Context: an optimization exercise on an open-source flow, tuned for small area and a short achievable clock period. The choices shown serve that exercise and are no tape-out recipe. Only simulation tests tie the RTL to the original design; equivalence was not proved.

==> inputs of run G <==
// metronome_top
module metronome_top #(
	parameter BTN_WAIT_WIDTH	= 10,	 
	parameter BTN_HOLD_WIDTH	= 12,	 
	parameter LED_HOLD_WIDTH	= 8,	 
	parameter LIFE_LED_WIDTH	= 10,	 
	parameter SSI_TIMER_WIDTH	= 6		 
)(
	input 			i_clk,
	input 			i_reset,
	input 			i_uart_rx,
	input	[3:0]	i_control_btns,
	output	[3:0]	o_led_n,
	output reg [6:0] o_ssi_segments,
	output reg [3:0] o_ssi_code
);
	localparam GW0 = (BTN_WAIT_WIDTH > LIFE_LED_WIDTH) ? BTN_WAIT_WIDTH : LIFE_LED_WIDTH;
	localparam GW  = (GW0 > SSI_TIMER_WIDTH + 2) ? GW0 : SSI_TIMER_WIDTH + 2;
	localparam [34:0] BEAT_N = 35'd12000000000;
	localparam [34:0] BEAT_K = 35'h7_FFFF_FFFF - BEAT_N;	 
	wire first = ~o_ssi_code[0] & ~o_ssi_code[1];
	reg [GW-1:0] timer;
	always @(posedge i_clk, posedge i_reset)
		if (i_reset)	timer <= 0;
		else			timer <= timer + 1'b1;
	wire		btn_wait_end	= &timer[BTN_WAIT_WIDTH-1:0];
	wire		life_end		= &timer[LIFE_LED_WIDTH-1:0];
	wire [1:0]	ssi_sel			= timer[SSI_TIMER_WIDTH+1:SSI_TIMER_WIDTH];
	reg life_led_n;
	always @(posedge i_clk, posedge i_reset)
		if (i_reset)	life_led_n <= 1'b1;
		else			life_led_n <= life_led_n ^ life_end;
  ...
clock: 140.0 ns
lec_check: 0
abc_area: 1
cap_margin: 20
core_margin: 2
core_utilization: 60
cts_buf_list: sky130_fd_sc_hd__clkbuf_8
cts_cluster_diameter: 60
cts_cluster_size: 15
slew_margin: 20
buffer_ports_args: -buffer_cell sky130_fd_sc_hd__buf_2
standard.sh (not shown) runs the stock make flow with config.mk's settings and CLKGATE_MAP_FILE= SYNTH_SCRIPT=/design/flow/synth_recipe.tcl, a recipe that flattens the netlist after the stock synthesis.
==> flow/flow/run.sh <==
#!/bin/bash
# The standard layout, with two changes:
#  - after the standard synthesis, the combinational logic is re-mapped by
#    flow/reopt.tcl with the ABC script flow/reopt.abc (flip-flops, adder
#    cells and their instance names are kept as they are);
#  - the port buffers are sky130_fd_sc_hd__buf_2.
set -euo pipefail
here=$(pwd)
echo 'export BUFFER_PORTS_ARGS = -buffer_cell sky130_fd_sc_hd__buf_2' >> config.mk
bash standard.sh synth > standard_synth.log 2>&1
res=$here/orfs/results/sky130hd/metronome_top/base
cp $res/1_2_yosys.v $here/standard_synth_netlist.v
REOPT_LIB=$FLOW_HOME/platforms/sky130hd/lib/sky130_fd_sc_hd__tt_025C_1v80.lib \
REOPT_IN=$here/standard_synth_netlist.v \
REOPT_TOP=$FLOW_TOP \
REOPT_ABC=$here/flow/reopt.abc \
REOPT_OUT=$res/1_2_yosys.v \
	yosys -c flow/reopt.tcl > reopt.log 2>&1
rm -f $res/1_synth.odb $res/1_synth.sdc
bash standard.sh finish > standard_finish.log 2>&1
==> flow/flow/reopt.abc <==
strash
dc2
resub -K 8
dc2
&get -n
&dch -f
&nf -a -R 1000
&put
&get -n
&dch -f
&nf -a -R 1000
&put
==> flow/flow/reopt.tcl <==
# Re-map the combinational logic of the standard synthesis netlist with a
# stronger ABC script.  Flip-flops, adder cells and tie cells stay as they are,
# with their instance names.
yosys -import
set lib $::env(REOPT_LIB)
set keep {sky130_fd_sc_hd__df* sky130_fd_sc_hd__edf* sky130_fd_sc_hd__sdf* sky130_fd_sc_hd__fa_* sky130_fd_sc_hd__ha_* sky130_fd_sc_hd__conb_*}
read_liberty -ignore_miss_func $lib
read_verilog $::env(REOPT_IN)
hierarchy -top $::env(REOPT_TOP)
foreach k $keep { setattr -mod -set keep_hierarchy 1 $k }
flatten
opt_clean -purge
abc -liberty $lib -script $::env(REOPT_ABC) -dont_use sky130_fd_sc_hd__probe_p_8 -dont_use sky130_fd_sc_hd__probec_p_8 -dont_use sky130_fd_sc_hd__lpflow_bleeder_1 -dont_use sky130_fd_sc_hd__lpflow_clkbufkapwr_1 -dont_use sky130_fd_sc_hd__lpflow_clkbufkapwr_16 -dont_use sky130_fd_sc_hd__lpflow_clkbufkapwr_2 -dont_use sky130_fd_sc_hd__lpflow_clkbufkapwr_4 -dont_use sky130_fd_sc_hd__lpflow_clkbufkapwr_8 -dont_use sky130_fd_sc_hd__lpflow_clkinvkapwr_1 -dont_use sky130_fd_sc_hd__lpflow_clkinvkapwr_16 -dont_use sky130_fd_sc_hd__lpflow_clkinvkapwr_2 -dont_use sky130_fd_sc_hd__lpflow_clkinvkapwr_4 -dont_use sky130_fd_sc_hd__lpflow_clkinvkapwr_8 -dont_use sky130_fd_sc_hd__lpflow_decapkapwr_12 -dont_use sky130_fd_sc_hd__lpflow_decapkapwr_3 -dont_use sky130_fd_sc_hd__lpflow_decapkapwr_4 -dont_use sky130_fd_sc_hd__lpflow_decapkapwr_6 -dont_use sky130_fd_sc_hd__lpflow_decapkapwr_8 -dont_use sky130_fd_sc_hd__lpflow_inputiso0n_1 -dont_use sky130_fd_sc_hd__lpflow_inputiso0p_1 -dont_use sky130_fd_sc_hd__lpflow_inputiso1n_1 -dont_use sky130_fd_sc_hd__lpflow_inputiso1p_1 -dont_use sky130_fd_sc_hd__lpflow_inputisolatch_1 -dont_use sky130_fd_sc_hd__lpflow_isobufsrc_1 -dont_use sky130_fd_sc_hd__lpflow_isobufsrc_16 -dont_use sky130_fd_sc_hd__lpflow_isobufsrc_2 -dont_use sky130_fd_sc_hd__lpflow_isobufsrc_4 -dont_use sky130_fd_sc_hd__lpflow_isobufsrc_8 -dont_use sky130_fd_sc_hd__lpflow_isobufsrckapwr_16 -dont_use sky130_fd_sc_hd__lpflow_lsbuf_lh_hl_isowell_tap_1 -dont_use sky130_fd_sc_hd__lpflow_lsbuf_lh_hl_isowell_tap_2 -dont_use sky130_fd_sc_hd__lpflow_lsbuf_lh_hl_isowell_tap_4 -dont_use sky130_fd_sc_hd__lpflow_lsbuf_lh_isowell_4 -dont_use sky130_fd_sc_hd__lpflow_lsbuf_lh_isowell_tap_1 -dont_use sky130_fd_sc_hd__lpflow_lsbuf_lh_isowell_tap_2 -dont_use sky130_fd_sc_hd__lpflow_lsbuf_lh_isowell_tap_4 
opt_clean -purge
setundef -zero
hilomap -singleton -hicell sky130_fd_sc_hd__conb_1 HI -locell sky130_fd_sc_hd__conb_1 LO
insbuf -buf sky130_fd_sc_hd__buf_4 A X
opt_clean -purge
foreach k $keep { blackbox $k }
stat -liberty $lib
write_verilog -noattr -nohex -nodec -selected $::env(REOPT_OUT)
==> run D: changes against run G <==
==> flow/run.sh (new file) <==
#!/bin/bash
# synth_recipe.tcl (not shown) runs the flow's synth.tcl, then flattens the netlist and writes it again
# the make line also repeats each setting of config.mk as NAME=value (left out here)
make -C /OpenROAD-flow-scripts/flow DESIGN_CONFIG=/design/flow/config.mk WORK_HOME=/design/flow/orfs CLKGATE_MAP_FILE= SYNTH_SCRIPT=/design/flow/synth_recipe.tcl finish
--- a/flow/config.mk
+++ b/flow/config.mk
@@ -10,7 +10,6 @@
 export CORE_MARGIN = 2
 export CORE_UTILIZATION = 60
-export CTS_BUF_LIST = sky130_fd_sc_hd__clkbuf_8
-export CTS_CLUSTER_DIAMETER = 60
-export CTS_CLUSTER_SIZE = 15
+export CTS_BUF_LIST = sky130_fd_sc_hd__clkbuf_16
+export CTS_CLUSTER_DIAMETER = 80
+export CTS_CLUSTER_SIZE = 22
 export SLEW_MARGIN = 20
-export BUFFER_PORTS_ARGS = -buffer_cell sky130_fd_sc_hd__buf_2
removed: flow/flow/run.sh
removed: flow/flow/reopt.abc
removed: flow/flow/reopt.tcl
removed: flow/standard.sh
==> run P: changes against run G <==
--- a/flow/config.mk
+++ b/flow/config.mk
@@ -9,8 +9,8 @@
 export CAP_MARGIN = 20
 export CORE_MARGIN = 2
-export CORE_UTILIZATION = 60
+export CORE_UTILIZATION = 70
 export CTS_BUF_LIST = sky130_fd_sc_hd__clkbuf_8
-export CTS_CLUSTER_DIAMETER = 60
-export CTS_CLUSTER_SIZE = 15
+export CTS_CLUSTER_DIAMETER = 70
+export CTS_CLUSTER_SIZE = 18
 export SLEW_MARGIN = 20
 export BUFFER_PORTS_ARGS = -buffer_cell sky130_fd_sc_hd__buf_2
==> run summary <==
	run D	run P	run G
DR WL met3	1.04 mm	673 um	566 um
GRT met3 Usage	3.72%	3.46%	2.60%
Largest net degree at the start of global routing	67	65	64
Global-route wire length before repair	36.6 mm	32.7 mm	34.0 mm
Maximum operating frequency	33.8 MHz	34.3 MHz	34.3 MHz
Worst hold margin	378 ps	377 ps	389 ps
Capturing instance or port of the critical path	o_led_n[0]	o_led_n[0]	o_led_n[2]
Initial Utilization	61.5%	71.3%	60.7%
Outcome	finished clean	finished clean	finished clean
Least-Margin Pin Slew	738 ps	760 ps	711 ps
Worst slack after detailed placement	110420 ps	110800 ps	110790 ps
Final min period	29550 ps	29180 ps	29180 ps
Mean area per synthesized cell	8.98 um^2	10.5 um^2	10.5 um^2
Sequential cell area share	44.4%	48.3%	47.9%
Setup slack on the worst flop-to-flop path	123880 ps	123690 ps	123750 ps
Vias in the first global route	7652	6872	6945
Wirelength, routed	20.8 mm	19.0 mm	19.3 mm
Final non-clock buffer share	2.16%	1.50%	1.49%

==> static timing again, ports no longer ideal <==
In the flow no input, the clock included, has a driving cell. The finished layouts below were timed again as built, in two steps. Step 1 (the two cells are an assumption about what drives the block):
set clk [get_ports {i_clk}]
set_driving_cell -lib_cell sky130_fd_sc_hd__clkbuf_16 $clk
set_driving_cell -lib_cell sky130_fd_sc_hd__buf_2 [delete_from_list [all_inputs] $clk]
Step 2 adds t to the input delays and takes it off the output delays; t is the mean of the earliest and latest rising clock arrival at the registers after step 1. Input paths then give back, and output paths get back, about the clock's delay inside the block. Three values: no drivers, after step 1, after step 2; two values: the first two.
run | t (ns) | setup slack, ns | worst hold slack (ns)
run G | 0.555 | 110.823 / 110.782 / 110.898 | 0.389 / 0.389 / 0.389
run D | 0.519 | 110.449 / 110.405 / 110.508 | 0.378 / 0.378 / 0.378
run P | 0.550 | 110.819 / 110.781 / 110.904 | 0.377 / 0.377 / 0.377
After both steps setup and hold are still met in every run listed. The worst setup slack also covers recovery checks on asynchronous resets.
